Background: an optimization exercise with open tools, aiming at small area, a short achievable clock period and few clock cycles per item. Do not read the settings as production practice.
Power figures rest on the tool's default switching activity, not on a simulated workload.

==> flow/design.v <==
module RSA_decrypt #(parameter WIDTH = 8)(
    input                clk,
    input                rst_n,
    input                start,
    input  [2*WIDTH-1:0] c,
    input  [2*WIDTH-1:0] d,
    input  [2*WIDTH-1:0] n,
    output [2*WIDTH-1:0] m_decrypted,
    output reg           finish
);
localparam IDLE  = 3'd0;
localparam NORM  = 3'd1;
localparam STEP  = 3'd2;
localparam CONV  = 3'd3;
localparam SHIFT = 3'd4;
localparam OP_INIT = 2'd0;
localparam OP_SQ   = 2'd1;
localparam OP_MUL  = 2'd2;
localparam OP_FIX  = 2'd3;
reg  [2:0]  state;
reg  [1:0]  op;
reg  [16:0] r;       
reg  [15:0] a;       
reg  [15:0] nn;      
reg  [16:0] dd;      
reg  [3:0]  k;       
reg  [3:0]  j;       
reg         xb;      
reg         lst;     
reg  [18:0] ws, wc;  
reg         pend;    
assign m_decrypted = r[15:0];
wire [4:0]  eg   = ws[18:14] & wc[18:14];
wire [4:0]  ep   = ws[18:14] ^ wc[18:14];
wire [4:0]  ecy;
assign ecy[0] = 1'b0;
assign ecy[1] = eg[0];
assign ecy[2] = eg[1] | (ep[1] & eg[0]);
assign ecy[3] = eg[2] | (ep[2] & eg[1]) | (ep[2] & ep[1] & eg[0]);
assign ecy[4] = eg[3] | (ep[3] & eg[2]) | (ep[3] & ep[2] & eg[1]) | (ep[3] & ep[2] & ep[1] & eg[0]);
wire [4:0]  west = ep ^ ecy;
wire signed [4:0] ws5 = west;
wire        n14  = nn[14];
wire        qz_e = (west[4:1] == 4'b1111);           
wire        qp_e = !west[4];                         
wire        q2_e = n14 ? ((ws5 < -5'sd5) || (ws5 >= 5'sd4)) : ((ws5 < -5'sd4) || (ws5 >= 5'sd3));
wire        stp  = (state == STEP);
wire        fixs = (op == OP_FIX);                   
wire        addn  = stp && (fixs ? r[16] : (!qz_e && !qp_e && !q2_e));    
wire        add2n = stp && !fixs && !qp_e && q2_e;                      
wire        subn  = stp && !fixs && qp_e && !q2_e;                      
wire        sub2n = stp && !fixs && qp_e && q2_e;                       
wire [18:0] ldws, ldwc;              
wire [18:0] x1   = {ws[17:0], 1'b0};
wire [18:0] x2   = {wc[17:0], 1'b0};
wire [18:0] x3   = {{2{r[16]}}, r} & {19{xb}};
wire [18:0] s1a  = x1 ^ x2 ^ x3;
wire [18:0] c1a  = {(x1[17:0] & x2[17:0]) | (x1[17:0] & x3[17:0]) | (x2[17:0] & x3[17:0]), 1'b0};
wire [18:0] s1   = stp ? s1a : ldws;
wire [18:0] n2   = {2'b00, nn, 1'b0};
wire [18:0] n4   = {1'b0, nn, 2'b00};
wire [18:0] mm   = ({19{addn}} & n2) | ({19{add2n}} & n4) | ({19{subn}} & ~n2) | ({19{sub2n}} & ~n4);
wire [18:0] c1i  = stp ? {c1a[18:2], pend, subn | sub2n}    
                        : ldwc;
wire [18:0] p2   = s1 ^ c1i;
wire [18:0] g2   = s1 & c1i;
wire [18:0] o2   = s1 | c1i;
wire [18:0] s2   = p2 ^ mm;
wire [18:0] c2   = {(mm[17:0] & o2[17:0]) | g2[17:0], 1'b0};
wire [16:0] vsum = ws[17:1] + wc[17:1];
wire [3:0]  jend  = (op == OP_SQ) ? k : 4'd0;
wire [3:0]  jn    = j - 4'd1;
wire        xnext = (op == OP_SQ) ? r[jn] : (op == OP_MUL) ? a[jn] : 1'b0;
wire        dlast = (dd[15:0] == 16'h8000);
reg  [3:0]  amsb;
integer i;
always @(*) begin
    amsb = 4'd0;
    for (i = 0; i < 16; i = i + 1)
        if (a[i]) amsb = i;
end
wire        go_mul = (state == CONV) && (op != OP_FIX) && dd[16];
wire        go_fix = (state == CONV) && (op != OP_FIX) && !dd[16] && dlast;
wire        go_sq  = (state == CONV) && (op != OP_FIX) && !dd[16] && !dlast;
wire        cv     = (state == CONV) || (state == SHIFT);
wire        ldneg  = cv && go_sq && vsum[16];
wire        ldx1   = cv && (go_sq ? vsum[15] : go_mul ? a[amsb] : 1'b1);
wire [18:0] rx     = {{2{vsum[16]}}, vsum};
assign      ldws   = rx & {19{ldx1}};
assign      ldwc   = {~rx[17:0], 1'b1} & {19{ldneg}};
always @(posedge clk) begin
    ws   <= s2;
    wc   <= c2;
    pend <= !stp && ldneg;
end
always @(posedge clk or negedge rst_n) begin
    if (!rst_n) begin
        state  <= IDLE;
        finish <= 1'b0;
    end else begin
        finish <= 1'b0;
        case (state)
        IDLE:  if (start) state <= NORM;
        NORM:  if ((nn[15] | nn[14]) & (dd[16] | dd[15])) state <= STEP;
        STEP:  if (lst) state <= CONV;
        CONV:  begin
            if (op == OP_FIX) begin
                if (k == 4'd0) begin state <= IDLE; finish <= 1'b1; end
                else state <= SHIFT;
            end else state <= STEP;
        end
        SHIFT: if (k == 4'd1) begin state <= IDLE; finish <= 1'b1; end
        default: state <= IDLE;
        endcase
    end
end
always @(posedge clk) begin
    case (state)
    IDLE: begin                  
        r  <= {1'b0, c};
        a  <= c;
        nn <= n;
        dd <= {d, 1'b1};
        k  <= 4'd0;
    end
    NORM: begin
        if (!nn[15]) begin
            nn <= {nn[14:0], 1'b0};
            k  <= k + 4'd1;
        end
        if (!dd[16]) dd <= {dd[15:0], 1'b0};
        if ((nn[15] | nn[14]) & (dd[16] | dd[15])) begin
            dd[16] <= 1'b0;
            op     <= OP_INIT;
            j      <= k + {3'b000, !nn[15]};
            xb     <= 1'b1;
            lst    <= 1'b0;
        end
    end
    STEP: begin
        if (j == jend) begin
            lst <= 1'b1;
            xb  <= 1'b0;
        end else begin
            j   <= jn;
            xb  <= xnext;
        end
    end
    CONV: begin
        r <= vsum;
        if (go_mul) begin
            dd[16] <= 1'b0;
            op     <= OP_MUL;
            j      <= amsb - 4'd1;
            xb     <= (amsb != 4'd0) & a[amsb - 4'd1];
            lst    <= (amsb == 4'd0);
        end else if (go_fix) begin
            op     <= OP_FIX;
            xb     <= 1'b0;
            lst    <= 1'b1;
        end else if (go_sq) begin
            dd     <= {dd[15:0], 1'b0};
            op     <= OP_SQ;
            j      <= 4'd14;
            xb     <= vsum[14];
            lst    <= 1'b0;
        end
    end
    SHIFT: begin
        r <= vsum;
        k <= k - 4'd1;
    end
    default: ;
    endcase
end
endmodule
clock: 5.5 ns
lec_check: 0
abc_area: 1
cap_margin: 20
core_margin: 2
core_utilization: 40
cts_buf_list: sky130_fd_sc_hd__clkbuf_4 sky130_fd_sc_hd__clkbuf_8
setup_slack_margin: 2.2
slew_margin: 20
standard.sh (not shown) runs the stock make flow with config.mk's settings and CLKGATE_MAP_FILE= SYNTH_SCRIPT=/design/flow/synth_recipe.tcl, a recipe that flattens the netlist after the stock synthesis.
==> flow/flow/run.sh <==
#!/bin/bash
set -e
export BUFFER_PORTS_ARGS="-buffer_cell sky130_fd_sc_hd__buf_1"
bash standard.sh > standard.log 2>&1
The first run completed without violations.
Edit:
--- a/flow/design.v
+++ b/flow/design.v
@@ -45,22 +45,18 @@
 wire        qp_e = !west[4];                         
 wire        q2_e = n14 ? ((ws5 < -5'sd5) || (ws5 >= 5'sd4)) : ((ws5 < -5'sd4) || (ws5 >= 5'sd3));
-wire        stp  = (state == STEP);
 wire        fixs = (op == OP_FIX);                   
-wire        addn  = stp && (fixs ? r[16] : (!qz_e && !qp_e && !q2_e));    
-wire        add2n = stp && !fixs && !qp_e && q2_e;                      
-wire        subn  = stp && !fixs && qp_e && !q2_e;                      
-wire        sub2n = stp && !fixs && qp_e && q2_e;                       
-wire [18:0] ldws, ldwc;              
+wire        addn  = fixs ? r[16] : (!qz_e && !qp_e && !q2_e);    
+wire        add2n = !fixs && !qp_e && q2_e;                      
+wire        subn  = !fixs && qp_e && !q2_e;                      
+wire        sub2n = !fixs && qp_e && q2_e;                       
 wire [18:0] x1   = {ws[17:0], 1'b0};
 wire [18:0] x2   = {wc[17:0], 1'b0};
 wire [18:0] x3   = {{2{r[16]}}, r} & {19{xb}};
-wire [18:0] s1a  = x1 ^ x2 ^ x3;
-wire [18:0] c1a  = {(x1[17:0] & x2[17:0]) | (x1[17:0] & x3[17:0]) | (x2[17:0] & x3[17:0]), 1'b0};
-wire [18:0] s1   = stp ? s1a : ldws;
+wire [18:0] s1   = x1 ^ x2 ^ x3;
+wire [18:0] c1   = {(x1[17:0] & x2[17:0]) | (x1[17:0] & x3[17:0]) | (x2[17:0] & x3[17:0]), 1'b0};
 wire [18:0] n2   = {2'b00, nn, 1'b0};
 wire [18:0] n4   = {1'b0, nn, 2'b00};
 wire [18:0] mm   = ({19{addn}} & n2) | ({19{add2n}} & n4) | ({19{subn}} & ~n2) | ({19{sub2n}} & ~n4);
-wire [18:0] c1i  = stp ? {c1a[18:2], pend, subn | sub2n}    
-                        : ldwc;
+wire [18:0] c1i  = {c1[18:2], pend, subn | sub2n};    
 wire [18:0] p2   = s1 ^ c1i;
 wire [18:0] g2   = s1 & c1i;
@@ -83,14 +79,19 @@
 wire        go_fix = (state == CONV) && (op != OP_FIX) && !dd[16] && dlast;
 wire        go_sq  = (state == CONV) && (op != OP_FIX) && !dd[16] && !dlast;
+wire        fdone  = (op == OP_FIX) || (go_fix && !vsum[16]);
 wire        cv     = (state == CONV) || (state == SHIFT);
 wire        ldneg  = cv && go_sq && vsum[16];
-wire        ldx1   = cv && (go_sq ? vsum[15] : go_mul ? a[amsb] : 1'b1);
+wire        ldx1   = cv && (go_sq ? vsum[15] : go_mul ? (a != 16'd0) : 1'b1);
 wire [18:0] rx     = {{2{vsum[16]}}, vsum};
-assign      ldws   = rx & {19{ldx1}};
-assign      ldwc   = {~rx[17:0], 1'b1} & {19{ldneg}};
 always @(posedge clk) begin
-    ws   <= s2;
-    wc   <= c2;
-    pend <= !stp && ldneg;
+    if (state == STEP) begin
+        ws   <= s2;
+        wc   <= c2;
+        pend <= 1'b0;
+    end else begin
+        ws   <= rx & {19{ldx1}};
+        wc   <= {~rx[17:0], 1'b1} & {19{ldneg}};
+        pend <= ldneg;
+    end
 end
 always @(posedge clk or negedge rst_n) begin
@@ -105,5 +106,5 @@
         STEP:  if (lst) state <= CONV;
         CONV:  begin
-            if (op == OP_FIX) begin
+            if (fdone) begin
                 if (k == 4'd0) begin state <= IDLE; finish <= 1'b1; end
                 else state <= SHIFT;
@@ -155,5 +156,5 @@
             xb     <= (amsb != 4'd0) & a[amsb - 4'd1];
             lst    <= (amsb == 4'd0);
-        end else if (go_fix) begin
+        end else if (go_fix && vsum[16]) begin
             op     <= OP_FIX;
             xb     <= 1'b0;
Outcome: Cell area went down by 4.5%; area after synthesis went down by 1.2%; total power went down by about 5.6%; sequential share of layout area went up by 1.6 points; sequential cell count stays the same.
No functional check of the RTL was part of any run of this note.

afterwards: timing with drivers on the ports:
How much do the figures lean on ideal ports? The routed layouts below were timed once more, with nothing changed but the port constraints.
Step 1 (the two cells are an assumption about what drives the block):
set clk [get_ports {clk}]
set_driving_cell -lib_cell sky130_fd_sc_hd__clkbuf_16 $clk
set_driving_cell -lib_cell sky130_fd_sc_hd__buf_2 [delete_from_list [all_inputs] $clk]
Step 2 adds t to the input delays and takes it off the output delays; t is the mean of the earliest and latest rising clock arrival at the registers after step 1. Input paths then give back, and output paths get back, about the clock's delay inside the block.
a / b / c = no drivers / after step 1 / after step 2; a / b = the first two.
run | t (ns) | setup WS [ns] | worst slew at a driven data input, ns
the first run | 0.489 | 2.353 / 2.353 / 2.353 | 0.04
the second run | 0.488 | 2.295 / 2.295 / 2.295 | 0.04
After both steps setup and hold are still met in every run listed.
